Source: an optimization exercise on an open RTL-to-GDS flow (aim: small area, a short achievable clock period and few clock cycles). Production flows keep margins and buffers that such runs may drop.

== lane 1 ==
// cpu
module cpu(clk, reset, s, load, in, out, N, V, Z, w);
    input clk, reset, s, load;
    input [15:0] in;
    output [15:0] out;
    output N, V, Z, w;
    reg w, rep;
    reg [15:0] ir;
    wire w_nx, rep_nx, start;
    FSM_controller ctl(.reset(reset), .s(s), .load(load), .rep(rep),
                       .w_nx(w_nx), .rep_nx(rep_nx), .start(start));
    always @(posedge clk) begin
        w <= w_nx;
        rep <= rep_nx;
        if (load) ir <= in;
    end
    wire [15:0] ins;
    wire [2:0] rnl, rnh, rml, rmh;
    wire [1:0] sh;
    insmux #(16) mi(.rep(rep), .in(in), .ir(ir), .q(ins));
    insmux #(3) mnl(.rep(rep), .in(in[10:8]), .ir(ir[10:8]), .q(rnl));
    insmux #(3) mnh(.rep(rep), .in(in[10:8]), .ir(ir[10:8]), .q(rnh));
    insmux #(3) mml(.rep(rep), .in(in[2:0]), .ir(ir[2:0]), .q(rml));
    insmux #(3) mmh(.rep(rep), .in(in[2:0]), .ir(ir[2:0]), .q(rmh));
    insmux #(2) ms(.rep(rep), .in(in[4:3]), .ir(ir[4:3]), .q(sh));
    wire wr1, cmp1, ci1, aen, movi, inv;
    wire [3:0] wc1, gsel1;
    wire [2:0] rd1;
    instruction_decoder dec(.ins(ins), .start(start), .wr(wr1), .cmp(cmp1),
                            .ci(ci1), .aen(aen), .movi(movi), .inv(inv),
                            .rd(rd1));
    genvar k;
    generate
        for (k = 0; k < 4; k = k + 1) begin : cs
            ctl2 c(.opc(ins[15:11]), .start(start), .wc(wc1[k]), .gsel(gsel1[k]));
        end
    endgenerate
    reg [15:0] r0, r1, r2, r3, r4, r5, r6, r7;
    wire [15:0] n0, n1, n2, n3, n4, n5, n6, n7;
    reg wr2;
    reg [2:0] rd2;
    wire [15:0] res;
    regfile rf(.we(wr2), .wa(rd2), .wd(res),
  ...
Size in the first run: roughly 1200 cells after synthesis, ~40 I/O pins, ~12000 um^2 of cells after synthesis.
==> module readport, before the edit <==
module readport(sel, d0, d1, d2, d3, d4, d5, d6, d7, q);
    input [2:0] sel;
    input [7:0] d0, d1, d2, d3, d4, d5, d6, d7;
    output [7:0] q;
    reg [7:0] q;
    always @(*) begin
        case (sel)
            3'd0: q = d0;
            3'd1: q = d1;
            3'd2: q = d2;
            3'd3: q = d3;
            3'd4: q = d4;
            3'd5: q = d5;
            3'd6: q = d6;
            default: q = d7;
        endcase
    end
endmodule
==> module cpu, before the edit <==
module cpu(clk, reset, s, load, in, out, N, V, Z, w);
    input clk, reset, s, load;
    input [15:0] in;
    output [15:0] out;
    output N, V, Z, w;
    reg w, rep;
    reg [15:0] ir;
    wire w_nx, rep_nx, start;
    FSM_controller ctl(.reset(reset), .s(s), .load(load), .rep(rep),
                       .w_nx(w_nx), .rep_nx(rep_nx), .start(start));
    always @(posedge clk) begin
        w <= w_nx;
        rep <= rep_nx;
        if (load) ir <= in;
    end
    wire [15:0] ins;
    wire [2:0] rnl, rnh, rml, rmh;
    wire [1:0] sh;
    insmux #(16) mi(.rep(rep), .in(in), .ir(ir), .q(ins));
    insmux #(3) mnl(.rep(rep), .in(in[10:8]), .ir(ir[10:8]), .q(rnl));
    insmux #(3) mnh(.rep(rep), .in(in[10:8]), .ir(ir[10:8]), .q(rnh));
    insmux #(3) mml(.rep(rep), .in(in[2:0]), .ir(ir[2:0]), .q(rml));
    insmux #(3) mmh(.rep(rep), .in(in[2:0]), .ir(ir[2:0]), .q(rmh));
    insmux #(2) ms(.rep(rep), .in(in[4:3]), .ir(ir[4:3]), .q(sh));
    wire wr1, cmp1, ci1, aen, movi, inv;
    wire [3:0] wc1, gsel1;
    wire [2:0] rd1;
    instruction_decoder dec(.ins(ins), .start(start), .wr(wr1), .cmp(cmp1),
                            .ci(ci1), .aen(aen), .movi(movi), .inv(inv),
                            .rd(rd1));
    genvar k;
    generate
        for (k = 0; k < 4; k = k + 1) begin : cs
            ctl2 c(.opc(ins[15:11]), .start(start), .wc(wc1[k]), .gsel(gsel1[k]));
        end
    endgenerate
    reg [15:0] r0, r1, r2, r3, r4, r5, r6, r7;
    wire [15:0] n0, n1, n2, n3, n4, n5, n6, n7;
    reg wr2;
    reg [2:0] rd2;
    wire [15:0] res;
    regfile rf(.we(wr2), .wa(rd2), .wd(res),
               .r0(r0), .r1(r1), .r2(r2), .r3(r3), .r4(r4), .r5(r5), .r6(r6), .r7(r7),
               .n0(n0), .n1(n1), .n2(n2), .n3(n3), .n4(n4), .n5(n5), .n6(n6), .n7(n7));
    always @(posedge clk) begin
        r0 <= n0; r1 <= n1; r2 <= n2; r3 <= n3;
        r4 <= n4; r5 <= n5; r6 <= n6; r7 <= n7;
    end
    wire [15:0] a, braw, b;
    readport pal(.sel(rnl), .d0(n0[7:0]), .d1(n1[7:0]), .d2(n2[7:0]), .d3(n3[7:0]),
                 .d4(n4[7:0]), .d5(n5[7:0]), .d6(n6[7:0]), .d7(n7[7:0]), .q(a[7:0]));
    readport pah(.sel(rnh), .d0(n0[15:8]), .d1(n1[15:8]), .d2(n2[15:8]), .d3(n3[15:8]),
                 .d4(n4[15:8]), .d5(n5[15:8]), .d6(n6[15:8]), .d7(n7[15:8]), .q(a[15:8]));
    readport pbl(.sel(rml), .d0(n0[7:0]), .d1(n1[7:0]), .d2(n2[7:0]), .d3(n3[7:0]),
                 .d4(n4[7:0]), .d5(n5[7:0]), .d6(n6[7:0]), .d7(n7[7:0]), .q(braw[7:0]));
    readport pbh(.sel(rmh), .d0(n0[15:8]), .d1(n1[15:8]), .d2(n2[15:8]), .d3(n3[15:8]),
                 .d4(n4[15:8]), .d5(n5[15:8]), .d6(n6[15:8]), .d7(n7[15:8]), .q(braw[15:8]));
    shifter shf(.in(braw), .shift(sh), .sout(b));
    wire [15:0] g1, t1;
    wire x15_1, x7_1;
    datapath dp(.a(a), .b(b), .imm(ins[7:0]), .aen(aen), .movi(movi), .inv(inv),
                .g(g1), .t(t1), .x15(x15_1), .x7(x7_1));
    reg [15:0] g2, t2, creg;
    reg ci2, cmp2, x15_2, x7_2;
    reg [3:0] wc2, gsel2;
    reg [2:0] freg;
    wire [15:0] out_nx;
    wire [2:0] f_nx;
    always @(posedge clk) begin
        g2 <= g1;
        t2 <= t1;
        ci2 <= ci1;
        wr2 <= wr1;
        wc2 <= wc1;
        cmp2 <= cmp1;
        gsel2 <= gsel1;
        x15_2 <= x15_1;
        x7_2 <= x7_1;
        rd2 <= rd1;
        creg <= out_nx;
        freg <= f_nx;
    end
    ALU alu(.g(g2), .t(t2), .x15(x15_2), .x7(x7_2), .ci(ci2), .gsel(gsel2), .wc(wc2), .cmp(cmp2), .creg(creg), .freg(freg),
            .res(res), .out(out_nx), .f(f_nx));
    assign out = out_nx;
    assign {Z, N, V} = f_nx;
endmodule
clock: 5.5 ns
lec_check: 0
cap_margin: 20
core_margin: 2
core_utilization: 40
cts_cluster_diameter: 120
cts_cluster_size: 25
setup_slack_margin: 2.0
slew_margin: 20
synth_hierarchical: 1
synth_minimum_keep_size: 0
standard.sh (not shown) runs the stock make flow with config.mk's settings and CLKGATE_MAP_FILE= SYNTH_SCRIPT=/design/flow/synth_recipe.tcl, a recipe that flattens the netlist after the stock synthesis.
==> flow/flow/run.sh <==
#!/bin/bash
# Standard synthesis, then the standard layout with port buffers of a
# stronger cell and sizing not held to each cell's footprint.
set -euo pipefail
bash standard.sh synth > synth.log 2>&1
bash standard.sh MATCH_CELL_FOOTPRINT=0 'BUFFER_PORTS_ARGS=-buffer_cell sky130_fd_sc_hd__buf_4' finish > layout.log 2>&1
Lane 1 finished every stage and its layout cleared the timing, design-rule and antenna checks.
diff inputs: lane 1 => lane 2
==> flow/design.v, changed modules only <==
module readport(sel, d0, d1, d2, d3, d4, d5, d6, d7, q);
    input [2:0] sel;
    input [15:0] d0, d1, d2, d3, d4, d5, d6, d7;
    output [15:0] q;
    reg [15:0] q;
    always @(*) begin
        case (sel)
            3'd0: q = d0;
            3'd1: q = d1;
            3'd2: q = d2;
            3'd3: q = d3;
            3'd4: q = d4;
            3'd5: q = d5;
            3'd6: q = d6;
            default: q = d7;
        endcase
    end
endmodule
module cpu(clk, reset, s, load, in, out, N, V, Z, w);
    input clk, reset, s, load;
    input [15:0] in;
    output [15:0] out;
    output N, V, Z, w;
    reg w, rep;
    reg [15:0] ir;
    wire w_nx, rep_nx, start;
    FSM_controller ctl(.reset(reset), .s(s), .load(load), .rep(rep),
                       .w_nx(w_nx), .rep_nx(rep_nx), .start(start));
    always @(posedge clk) begin
        w <= w_nx;
        rep <= rep_nx;
        if (load) ir <= in;
    end
    wire [15:0] ins;
    wire [2:0] rn, rm;
    wire [1:0] sh;
    insmux #(16) mi(.rep(rep), .in(in), .ir(ir), .q(ins));
    insmux #(3) mn(.rep(rep), .in(in[10:8]), .ir(ir[10:8]), .q(rn));
    insmux #(3) mm(.rep(rep), .in(in[2:0]), .ir(ir[2:0]), .q(rm));
    insmux #(2) ms(.rep(rep), .in(in[4:3]), .ir(ir[4:3]), .q(sh));
    wire wr1, cmp1, ci1, aen, movi, inv;
    wire [3:0] wc1, gsel1;
    wire [2:0] rd1;
    instruction_decoder dec(.ins(ins), .start(start), .wr(wr1), .cmp(cmp1),
                            .ci(ci1), .aen(aen), .movi(movi), .inv(inv),
                            .rd(rd1));
    genvar k;
    generate
        for (k = 0; k < 4; k = k + 1) begin : cs
            ctl2 c(.opc(ins[15:11]), .start(start), .wc(wc1[k]), .gsel(gsel1[k]));
        end
    endgenerate
    reg [15:0] r0, r1, r2, r3, r4, r5, r6, r7;
    wire [15:0] n0, n1, n2, n3, n4, n5, n6, n7;
    reg wr2;
    reg [2:0] rd2;
    wire [15:0] res;
    regfile rf(.we(wr2), .wa(rd2), .wd(res),
               .r0(r0), .r1(r1), .r2(r2), .r3(r3), .r4(r4), .r5(r5), .r6(r6), .r7(r7),
               .n0(n0), .n1(n1), .n2(n2), .n3(n3), .n4(n4), .n5(n5), .n6(n6), .n7(n7));
    always @(posedge clk) begin
        r0 <= n0; r1 <= n1; r2 <= n2; r3 <= n3;
        r4 <= n4; r5 <= n5; r6 <= n6; r7 <= n7;
    end
    wire [15:0] a, braw, b;
    readport pa(.sel(rn), .d0(n0), .d1(n1), .d2(n2), .d3(n3), .d4(n4), .d5(n5), .d6(n6), .d7(n7), .q(a));
    readport pb(.sel(rm), .d0(n0), .d1(n1), .d2(n2), .d3(n3), .d4(n4), .d5(n5), .d6(n6), .d7(n7), .q(braw));
    shifter shf(.in(braw), .shift(sh), .sout(b));
    wire [15:0] g1, t1;
    wire x15_1, x7_1;
    datapath dp(.a(a), .b(b), .imm(ins[7:0]), .aen(aen), .movi(movi), .inv(inv),
                .g(g1), .t(t1), .x15(x15_1), .x7(x7_1));
    reg [15:0] g2, t2, creg;
    reg ci2, cmp2, x15_2, x7_2;
    reg [3:0] wc2, gsel2;
    reg [2:0] freg;
    wire [15:0] out_nx;
    wire [2:0] f_nx;
    always @(posedge clk) begin
        g2 <= g1;
        t2 <= t1;
        ci2 <= ci1;
        wr2 <= wr1;
        wc2 <= wc1;
        cmp2 <= cmp1;
        gsel2 <= gsel1;
        x15_2 <= x15_1;
        x7_2 <= x7_1;
        rd2 <= rd1;
        creg <= out_nx;
        freg <= f_nx;
    end
    ALU alu(.g(g2), .t(t2), .x15(x15_2), .x7(x7_2), .ci(ci2), .gsel(gsel2), .wc(wc2), .cmp(cmp2), .creg(creg), .freg(freg),
            .res(res), .out(out_nx), .f(f_nx));
    assign out = out_nx;
    assign {Z, N, V} = f_nx;
endmodule
==> comparison <==
- Lane 1 has lower overall fraction of global-route tracks in use than lane 2.
- Lane 2 vs lane 1 — final clock period utilization by the worst path rose 0.68 points.
- Lane 2 against lane 1: placed cell area down 1.7%; area of the core region now sits lower.
- The run showing the smaller final period demand of the worst path is lane 1.
- Compare lane 1 and lane 2 | final routed wirelength across all metal layers lower: lane 1
- Across both runs, final area was lower for lane 2 than for lane 1.
- Number of vias after detailed routing: higher on lane 1
- Count of instances resized after the clock tree is built (higher): lane 2
No functional check of the RTL was part of any run of this note.

[afterwards: timing with drivers on the ports]
Ports are ideal in the flow. The routed layouts listed here were re-timed in OpenROAD.
Step 1 assumes that a clkbuf_16 drives the clock port and a buf_2 every other input.
Step 2 adds t to the input delays and takes it off the output delays; t is the mean of the earliest and latest rising clock arrival at the registers after step 1. Input paths then give back, and output paths get back, about the clock's delay inside the block.
a / b / c = ideal ports / drivers / drivers and shift; a / b = the first two.
| run | t (ns) | setup WS [ns] | worst setup path after step 2 | cell pins on the clock port's net |
|---|---|---|---|---|
| lane 1 | 0.530 | 2.142 / 2.090 / 1.950 | input to register | 1 |
| lane 2 | 0.526 | 2.105 / 2.059 / 1.740 | input to register | 1 |
After both steps every run listed still meets setup and hold. The setup slack of lane 2, which loses most, moves by -0.046 ns with the drivers and by -0.365 ns with both steps.
